This is an optimization exercise on Yosys and OpenROAD, whose aim is small area, not a production implementation. In this exercise RTL edits were held to simulation tests only and were not proved equivalent to the original.

== old ==
## con_5x5
module con_5x5(
	input rst_n,
	input clk,
	input ena,
	input [15:0] data,
	output reg valid,
	output reg finish,
	output [15:0] result
	);
For scale: about 3,700 cells after synthesis, ~370 flip-flops, ~37 I/O pins.
Settings: LEC_CHECK=0, ABC_AREA=1, CAP_MARGIN=20, CORE_MARGIN=2, CORE_UTILIZATION=40, SLEW_MARGIN=20; clock period 14.0 ns.
run.sh (not shown) runs the stock make flow with config.mk's settings and CLKGATE_MAP_FILE= SYNTH_SCRIPT=/design/flow/synth_recipe.tcl, a recipe that flattens the netlist after the stock synthesis.
The following lists how new was set up differently from old:
- CTS_CLUSTER_SIZE: unset -> 20
- CTS_CLUSTER_DIAMETER: unset -> 150
==> comparison <==
Every stage of the flow completed for new, and the final layout passed the timing, DRC and antenna checks. Comparing the two runs side by side, new comes out behind old on clock skew. The worst hold slack on old is in line with that on new. Compared new against old; number of placed cells counting well taps within noise. Compared to old, the router laid down less metal wire for new.

---

== alpha ==
Another version of the RTL of con_5x5 (not shown whole).
For scale: ~3,800 cells after synthesis, about 370 flip-flops, ~37 I/O pins.
clock: 14.0 ns
lec_check: 0
abc_area: 1
cap_margin: 20
core_margin: 2
core_utilization: 40
cts_cluster_diameter: 150
cts_cluster_size: 20
slew_margin: 20
For beta, these inputs were changed with respect to alpha:
Settings: a change of CTS_CLUSTER_DIAMETER from 150 to 100; an added CTS_BUF_LIST of sky130_fd_sc_hd__clkbuf_8; a change of CTS_CLUSTER_SIZE from 20 to 14.
Findings:
beta has completed all stages; timing, DRC and antenna checks passed.
Compared alpha against beta; non-clock buffer share of cell area within noise.
From alpha to beta the numbers moved as follows: starting density of the core has remained practically unchanged; DRC marker count from the first detailed-route iteration has increased.
In the metrics for beta and alpha, the one carrying the higher cell count is beta.

---

Another version of the RTL of con_5x5 (not shown whole).
For scale: roughly 3800 cells after synthesis, ~37 I/O pins.
export LEC_CHECK = 0
export ABC_AREA = 1
export CAP_MARGIN = 20
export CORE_MARGIN = 2
export CORE_UTILIZATION = 40
export CTS_CLUSTER_DIAMETER = 150
export CTS_CLUSTER_SIZE = 20
export SLEW_MARGIN = 20
create_clock -name core_clock -period 14.0 [get_ports {clk}]
Next try:
--- a/flow/config.mk
+++ b/flow/config.mk
@@ -11,4 +11,5 @@
 export CORE_UTILIZATION = 40
-export CTS_CLUSTER_DIAMETER = 150
-export CTS_CLUSTER_SIZE = 20
+export CTS_BUF_LIST = sky130_fd_sc_hd__clkbuf_8
+export CTS_CLUSTER_DIAMETER = 100
+export CTS_CLUSTER_SIZE = 14
 export SLEW_MARGIN = 20
After rerunning:
- The new run finished clean
- routed wire length came out higher by 0.31%
- core utilization came out lower by 0.25 points
- via count stays flat
- final cell count stays flat
- non-clock buffer count does not change
- setup slack improved by 11 ps

---

con_5x5 with an RTL version that a note above also has.
For scale: about 3800 cells after synthesis, roughly 370 flip-flops, roughly 37 I/O pins.
clock: 14.0 ns
lec_check: 0
abc_area: 1
cap_margin: 20
core_margin: 2
core_utilization: 40
cts_buf_list: sky130_fd_sc_hd__clkbuf_8
cts_cluster_diameter: 100
cts_cluster_size: 14
slew_margin: 20
buffer_ports_args: -buffer_cell sky130_fd_sc_hd__buf_1
standard.sh (not shown) runs the stock make flow with config.mk's settings and CLKGATE_MAP_FILE= SYNTH_SCRIPT=/design/flow/synth_recipe.tcl, a recipe that flattens the netlist after the stock synthesis.
==> flow/flow/run.sh <==
#!/bin/bash
# Standard layout, except that the port buffers ORFS inserts before global
# placement are the smallest buffer (buf_1) instead of the default choice.
set -e
export BUFFER_PORTS_ARGS="-buffer_cell sky130_fd_sc_hd__buf_1"
printf '\nexport BUFFER_PORTS_ARGS = -buffer_cell sky130_fd_sc_hd__buf_1\n' >> config.mk
bash standard.sh > standard.log 2>&1
The first run ran to the end with no violations.
==> next run, changes <==
==> flow/flow/run.sh (replaced) <==
#!/bin/bash
# Standard layout, except that the port buffers ORFS inserts before global
# placement are the smallest buffer (buf_1) instead of the default choice,
# and clock tree synthesis adds no dummy loads.
set -e
printf '\nexport BUFFER_PORTS_ARGS = -buffer_cell sky130_fd_sc_hd__buf_1\n' >> config.mk
printf 'export CTS_ARGS = -sink_clustering_enable -repair_clock_nets -sink_clustering_size 14 -sink_clustering_max_diameter 100 -buf_list sky130_fd_sc_hd__clkbuf_8 -dont_use_dummy_load\n' >> config.mk
bash standard.sh > standard.log 2>&1
Settings changed: CTS_ARGS from default to -sink_clustering_enable -repair_clock_nets -sink_clustering_size 14 -sink_clustering_max_diameter 100 -buf_list sky130_fd_sc_hd__clkbuf_8 -dont_use_dummy_load.
=>
- worst setup slack degrades by 0.046 ns
- count of clock-buffer cells in the layout does not change
- global-route usage is unchanged
- die area stays the same

## port drivers added, routing unchanged
In the flow no input, the clock included, has a driving cell. The finished layouts below were timed again as built, in two steps. Step 1: set_driving_cell puts a clkbuf_16 on clk and a buf_2 on each other input, an assumption about the parent block. Step 2 times the ports against the registers' clock, not the clock port: input delays grow and output delays shrink by t, the midpoint of the rising clock arrivals with the driver on. a / b / c = no drivers / after step 1 / after step 2; a / b = the first two.
run	shift t [ns]	setup WS [ns]	slew at the worst register clock pin (ns)	cell pins on the clock port's net
old	0.619	0.742 / 0.742 / 0.742	0.07 / 0.07	1
new	0.607	0.752 / 0.752 / 0.752	0.10 / 0.10	1
alpha	0.612	0.839 / 0.839 / 0.839	0.09 / 0.09	1
beta	0.662	0.859 / 0.859 / 0.859	0.10 / 0.10	1
the first run of note 3	0.627	0.777 / 0.777 / 0.777	0.10 / 0.10	1
the second run of note 3	0.710	0.787 / 0.787 / 0.787	0.10 / 0.10	1
the first run of note 4	0.703	0.811 / 0.811 / 0.811	0.10 / 0.10	1
the second run of note 4	0.680	0.765 / 0.765 / 0.765	0.10 / 0.10	1
After both steps every run listed still meets setup and hold.
